Background: an optimization exercise with open tools, aiming at small area. Do not read the settings as production practice. The RTL was checked by simulation tests, not by an equivalence proof against the original design.

==> flow/design.v (excerpt) <==
module darkriscv
(
    input             CLK,    
    input             RES,    
    input             HLT,    
    input      [31:0] INSTR_DATA,  
    output     [31:0] INSTR_ADDR,  
    input      [31:0] DATA_INPUT,  
    output     [31:0] DATA_OUTPUT,  
    output     [31:0] DATA_ADDR,  
    output     [ 3:0] BYTE_EN,    
    output            WR_EN,     
    output            RD_EN,     
    output [3:0]  DEBUG
);
    reg [31:7] IR;       
    reg [6:2]  OPC;      
    reg        OPV;      
    always @(posedge CLK)
        if (!HLT) begin
            IR  <= INSTR_DATA[31:7];
            OPC <= INSTR_DATA[6:2];
            OPV <= &INSTR_DATA[1:0];
        end
    reg [1:0]  FLUSH;    
    reg [31:0] NXPC2;    
    wire RUN = ~|FLUSH;
    wire IS_LUI   = OPV && OPC == 5'b01101;
    wire IS_AUIPC = OPV && OPC == 5'b00101;
    wire IS_JAL   = OPV && OPC == 5'b11011;
    wire IS_JALR  = OPV && OPC == 5'b11001;
    wire IS_BCC   = OPV && OPC == 5'b11000;
    wire IS_LCC   = OPV && OPC == 5'b00000;
    wire IS_SCC   = OPV && OPC == 5'b01000;
    wire IS_MCC   = OPV && OPC == 5'b00100;
    wire IS_RCC   = OPV && OPC == 5'b01100;
    wire IS_MAC   = OPV && OPC == 5'b11111;
    wire [2:0] FCT3  = IR[14:12];
    wire       F7B5  = IR[30];
    wire [3:0] DPTR  = IR[10:7];
    wire [3:0] S1PTR = IR[18:15];
    wire [3:0] S2PTR = IR[23:20];
  ...
Size in the first run: roughly 550 flip-flops, ~0.038 mm2 of cells after synthesis.
==> flow/config.mk <==
export PLATFORM = sky130hd
export DESIGN_NAME = darkriscv
export DESIGN_NICKNAME = darkriscv
export VERILOG_FILES = /design/flow/design.v
export SDC_FILE = /design/flow/constraint.sdc
export NUM_CORES = 4
export LEC_CHECK = 0
export CAP_MARGIN = 20
export CORE_MARGIN = 2
export CORE_UTILIZATION = 60
export SETUP_SLACK_MARGIN = 0.1
export SLEW_MARGIN = 20
export SYNTH_HIERARCHICAL = 1
==> flow/constraint.sdc <==
create_clock -name core_clock -period 12.0 [get_ports {CLK}]
set_input_delay 2.4000 -clock core_clock [delete_from_list [all_inputs] [get_ports {CLK}]]
set_output_delay 2.4000 -clock core_clock [all_outputs]
set_load 0.01 [all_outputs]
standard.sh (not shown) runs the stock make flow with config.mk's settings and CLKGATE_MAP_FILE= SYNTH_SCRIPT=/design/flow/synth_recipe.tcl, a recipe that flattens the netlist after the stock synthesis.
==> flow/flow/run.sh <==
#!/bin/bash
# Own layout flow: the standard ORFS layout (standard.sh, with its
# synthesis unchanged) with two changes.
#  - The port buffers that global placement inserts are buf_1 cells.
#  - CTS uses clkbuf_8 in clusters of at most 12 sinks within 80 um, and
#    inserts no dummy loads.
# make's full output goes to make.log here; each ORFS step logs to orfs/logs.
set -euo pipefail
WORK=$(pwd)
bash "$WORK/standard.sh" \
    "BUFFER_PORTS_ARGS=-buffer_cell sky130_fd_sc_hd__buf_1" \
    "CTS_ARGS=-sink_clustering_enable -repair_clock_nets -dont_use_dummy_load -buf_list sky130_fd_sc_hd__clkbuf_8 -sink_clustering_size 12 -sink_clustering_max_diameter 80" \
    finish > "$WORK/make.log" 2>&1
Rerun with:
--- a/flow/design.v
+++ b/flow/design.v
@@ -54,29 +54,27 @@
 module benc(input b2, b1, b0, output one, two, neg);
     assign one = b1 ^ b0;
     assign two = (b2 & ~b1 & ~b0) | (~b2 & b1 & b0);
     assign neg = b2 & ~(b1 & b0);
 endmodule
 module bpp(input q1, q0, one, two, output p);
     assign p = (one & q1) | (two & q0);
 endmodule
 module xor2(input a, b, output y);
     assign y = a ^ b;
 endmodule
 module add32(input [31:0] a, input [31:0] b, input ci, output [31:0] s, output co,
-             output [31:0] gn, output [31:0] tn);
-    wire [31:0] g = a & b;
-    wire [31:0] t = a | b;
-    assign gn = ~(a & b);
-    assign tn = ~(a | b);
+             output [31:0] g, output [31:0] t);
+    assign g = a & b;
+    assign t = a | b;
     wire [8:0] c;
     assign c[0] = ci;
     genvar k, i;
     generate for (k = 0; k < 8; k = k + 1) begin : blk
         wire [4:0] rc;
         assign rc[0] = c[k];
         for (i = 0; i < 4; i = i + 1) begin : bt
             fa u(.a(a[4*k+i]), .b(b[4*k+i]), .c(rc[i]), .s(s[4*k+i]), .co(rc[i+1]));
         end
         wire [3:0] gg = g[4*k +: 4];
         wire [3:0] tt = t[4*k +: 4];
         wire G = gg[3] | (tt[3] & gg[2]) | (tt[3] & tt[2] & gg[1]) | (tt[3] & tt[2] & tt[1] & gg[0]);
@@ -178,28 +176,25 @@
         end
     end endgenerate
     wire [31:0] PC = NXPC2 - 32'd8;
     wire [31:0] MS, MC;
     mac16 mac(.a(U1REG[15:0]), .b(U2REG[15:0]), .c({U1REG[31:16], UDLO}), .S(MS), .C(MC));
     wire LINK = IS_JAL || IS_JALR;
     wire [31:0] BX = IS_MCC ? { {20{IR[31] & (FCT3 != 3)}}, IR[31:20] } : U2REG;
     wire SUB = !IS_MAC && !LINK && (IS_BCC || FCT3 == 2 || FCT3 == 3 || (IS_RCC && FCT3 == 0 && F7B5));
     wire [31:0] AA = IS_MAC ? MS : LINK ? PC : U1REG;
     wire [31:0] AB = IS_MAC ? MC : LINK ? 32'd4 : (BX ^ {32{SUB}});
     wire [31:0] ADD, AG, AT;
     wire        ACO;
-    wire [31:0] AGN, ATN;
-    add32 alu(.a(AA), .b(AB), .ci(SUB), .s(ADD), .co(ACO), .gn(AGN), .tn(ATN));
-    assign AG = ~AGN;
-    assign AT = ~ATN;
+    add32 alu(.a(AA), .b(AB), .ci(SUB), .s(ADD), .co(ACO), .g(AG), .t(AT));
     wire LTU = ~ACO;
     wire LTS = (U1REG[31] ^ BX[31]) ? U1REG[31] : ADD[31];
     wire EQ  = ~|ADD;
     wire [31:0] LOGIC = FCT3[0] ? AG : FCT3[1] ? AT : (AT & ~AG);
     function [31:0] rev(input [31:0] x);
         integer q;
         for (q = 0; q < 32; q = q + 1) rev[q] = x[31-q];
     endfunction
     wire        ALUOP = IS_MCC || IS_RCC;
     wire        SLL = ALUOP && FCT3 == 1;
     wire        LB  = IS_LCC && FCT3[1:0] == 2'b00;    
     wire        LH  = IS_LCC && FCT3[1:0] == 2'b01;    
After rerunning:
- count of clock-buffer cells in the layout came out higher by 1
- global-route usage came out lower by 0.46 points
- critical path depth fell by 1
- cell area is about the same
- synthesized area went up by 0.38%
- final cell count rose by 1.2%
- maximum frequency rises by 0.31%
- via count stays flat
- wire length decreases by 0.33%
- setup slack improved by 0.036 ns

========
Another version of the RTL of darkriscv (not shown whole).
Size in the first run: ~3500 cells after synthesis, about 170 I/O pins, roughly 39000 um2 of cells after synthesis.
// darkriscv
module darkriscv
(
    input             CLK,    
    input             RES,    
    input             HLT,    
    input      [31:0] INSTR_DATA,  
    output     [31:0] INSTR_ADDR,  
    input      [31:0] DATA_INPUT,  
    output     [31:0] DATA_OUTPUT,  
    output     [31:0] DATA_ADDR,  
    output     [ 3:0] BYTE_EN,    
    output            WR_EN,     
    output            RD_EN,     
    output [3:0]  DEBUG
);
    reg [31:7] IR;       
    reg [6:2]  OPC;      
    reg        OPV;      
    always @(posedge CLK)
        if (!HLT) begin
            IR  <= INSTR_DATA[31:7];
            OPC <= INSTR_DATA[6:2];
            OPV <= &INSTR_DATA[1:0];
        end
    reg [1:0]  FLUSH;    
    reg [31:0] NXPC2;    
    wire RUN = ~|FLUSH;
    wire IS_LUI   = OPV && OPC == 5'b01101;
    wire IS_AUIPC = OPV && OPC == 5'b00101;
    wire IS_JAL   = OPV && OPC == 5'b11011;
    wire IS_JALR  = OPV && OPC == 5'b11001;
    wire IS_BCC   = OPV && OPC == 5'b11000;
    wire IS_LCC   = OPV && OPC == 5'b00000;
    wire IS_SCC   = OPV && OPC == 5'b01000;
    wire IS_MCC   = OPV && OPC == 5'b00100;
    wire IS_RCC   = OPV && OPC == 5'b01100;
    wire IS_MAC   = OPV && OPC == 5'b11111;
    wire [2:0] FCT3  = IR[14:12];
    wire       F7B5  = IR[30];
    wire [3:0] DPTR  = IR[10:7];
    wire [3:0] S1PTR = IR[18:15];
    wire [3:0] S2PTR = IR[23:20];
    wire [31:0] IMM =
        IS_SCC ? { {20{IR[31]}}, IR[31:25], IR[11:7] } :
        IS_BCC ? { {20{IR[31]}}, IR[7], IR[30:25], IR[11:8], 1'b0 } :
        IS_JAL ? { {12{IR[31]}}, IR[19:12], IR[20], IR[30:21], 1'b0 } :
  ...
Settings: LEC_CHECK=0, CAP_MARGIN=20, CORE_MARGIN=2, CORE_UTILIZATION=60, SETUP_SLACK_MARGIN=0.1, SLEW_MARGIN=20, SYNTH_HIERARCHICAL=1; clock period 12.0 ns.
Scripts as last shown in full above: flow/flow/run.sh
Then changed:
--- a/flow/design.v
+++ b/flow/design.v
@@ -42,18 +42,21 @@
             end else if (k % 2 == 0) begin : z0
                 nr2 u(.a(s[k][i]), .b(n[k]), .y(s[k+1][i]));
             end else begin : z1
                 nd2 u(.a(s[k][i]), .b(nn[k]), .y(s[k+1][i]));
             end
         end
     end endgenerate
     assign y = s[5];
 endmodule
+module wd5(input [4:0] d, input [4:0] s, output y);
+    assign y = |(d & s);
+endmodule
 module benc(input b2, b1, b0, output one, two, neg);
     assign one = b1 ^ b0;
     assign two = (b2 & ~b1 & ~b0) | (~b2 & b1 & b0);
     assign neg = b2 & ~(b1 & b0);
 endmodule
 module bpp(input q1, q0, one, two, output p);
     assign p = (one & q1) | (two & q0);
 endmodule
 module xor2(input a, b, output y);
@@ -195,29 +198,42 @@
                   FCT3 == 7 ? ~LTU :
                   FCT3 == 0 ? EQ :
                   FCT3 == 1 ? ~EQ : 1'b0;
     wire JREQ = RUN && (IS_JAL || IS_JALR || (IS_BCC && BTAKEN));
     wire [31:0] ABASE = (IS_JAL || IS_BCC || IS_AUIPC) ? PC : IS_LUI ? 32'd0 : U1REG;
     wire [31:0] ASUM, DG, DT;
     wire        DCO;
     add32 aadd(.a(ABASE), .b(IMM), .ci(1'b0), .s(ASUM), .co(DCO), .g(DG), .t(DT));
     wire WRITE = RUN && (IS_AUIPC || IS_JAL || IS_JALR || IS_LUI || IS_LCC || IS_MCC || IS_RCC || IS_MAC);
-    wire [31:0] WDATA = (IS_AUIPC || IS_LUI) ? ASUM :
-                        SLL ? rev(SHO) :
-                        (IS_LCC || (ALUOP && FCT3 == 5)) ? SHL :
-                        (ALUOP && FCT3 == 2) ? {31'd0, LTS} :
-                        (ALUOP && FCT3 == 3) ? {31'd0, LTU} :
-                        (ALUOP && FCT3[2]) ? LOGIC :
-                        ADD;
-    wire [31:0] WD = WDATA & {32{!RES}};
+    wire [4:0] WSEL = { !RES && (IS_AUIPC || IS_LUI), !RES && SLL, !RES && (IS_LCC || (ALUOP && FCT3 == 5)),
+                        !RES && ALUOP && (FCT3 == 4 || FCT3[2:1] == 2'b11), !RES && (IS_MAC || LINK || (ALUOP && FCT3 == 0)) };
+    wire WSLT = !RES && ALUOP && FCT3[2:1] == 2'b01;
+    wire [31:0] SLLO = rev(SHO);
+    wire [31:0] INC4; wire [32:2] icy;
+    assign icy[2] = 1'b1;
+    assign INC4[1:0] = NXPC2[1:0];
+    genvar ic;
+    generate for (ic = 2; ic < 32; ic = ic + 1) begin : incm
+        ha u(.a(NXPC2[ic]), .b(icy[ic]), .s(INC4[ic]), .co(icy[ic+1]));
+    end endgenerate
+    wire [31:0] WDATA;
+    genvar w;
+    generate for (w = 0; w < 32; w = w + 1) begin : wm
+        if (w == 0) begin : b0
+            assign WDATA[0] = |({ASUM[0], SLLO[0], SHL[0], LOGIC[0], ADD[0]} & WSEL) | (WSLT && (FCT3[0] ? LTU : LTS));
+        end else begin : bn
+            wd5 u(.d({ASUM[w], SLLO[w], SHL[w], LOGIC[w], ADD[w]}), .s(WSEL), .y(WDATA[w]));
+        end
+    end endgenerate
+    wire [31:0] WD = WDATA;
     always @(posedge CLK) begin
         FLUSH <= RES ? 2 : HLT ? FLUSH : FLUSH ? FLUSH - 1 : JREQ ? 2 : 0;
-        NXPC2 <= RES ? 0 : HLT ? NXPC2 : JREQ ? ASUM : NXPC2 + 4;
+        NXPC2 <= RES ? 0 : HLT ? NXPC2 : JREQ ? ASUM : INC4;
     end
     integer i;
     always @(posedge CLK)
         for (i = 1; i < 16; i = i + 1)
             if (RES || (!HLT && WRITE && SELD[i-1]))
                 RG[i] <= (i == 2) ? (WD | {18'd0, RES, 13'd0}) : WD;
     assign DATA_ADDR = ASUM;
     assign DATA_OUTPUT = rev(SHO);
     assign RD_EN = RUN && IS_LCC;
Effect: Non-clock buffer count shrinks by 26. Wire length went down by 3.7%. Worst hold slack gains 7.4 ps. Final area came out lower by 1.5%. Area after synthesis is lower by 1.5%. Count of clock-buffer cells in the layout rises by 1. Fmax rose by 0.38%.

==> what the ideal ports hide <==
The flow's constraints put no driver on any port. The routed layouts listed below were extracted and timed again, unchanged, in two steps. Step 1 sets driving cells, clkbuf_16 on the clock port and buf_2 on the other inputs (assumed; they add their load-dependent delay and slew). Step 2 also shifts input and output timing later by t, the mid clock arrival at the registers, as if the neighbouring blocks saw the same clock. Slacks: ideal / step 1 / step 2; pairs: ideal / step 1.
| run | t, ns | setup WS [ns] | worst setup path after step 2 | latest minus earliest clock arrival (ns) | pins driven straight from the clock port |
|---|---|---|---|---|---|
| the first run of note 1 | 0.722 | 0.303 / 0.303 / 0.303 | register to register | 0.091 / 0.091 | 1 |
| the second run of note 1 | 0.730 | 0.338 / 0.338 / 0.338 | register to register | 0.125 / 0.125 | 1 |
| the first run of note 2 | 0.716 | 0.406 / 0.406 / 0.406 | register to register | 0.110 / 0.110 | 1 |
| the second run of note 2 | 0.709 | 0.450 / 0.450 / 0.450 | register to register | 0.125 / 0.125 | 1 |
After both steps every run listed still meets setup and hold.
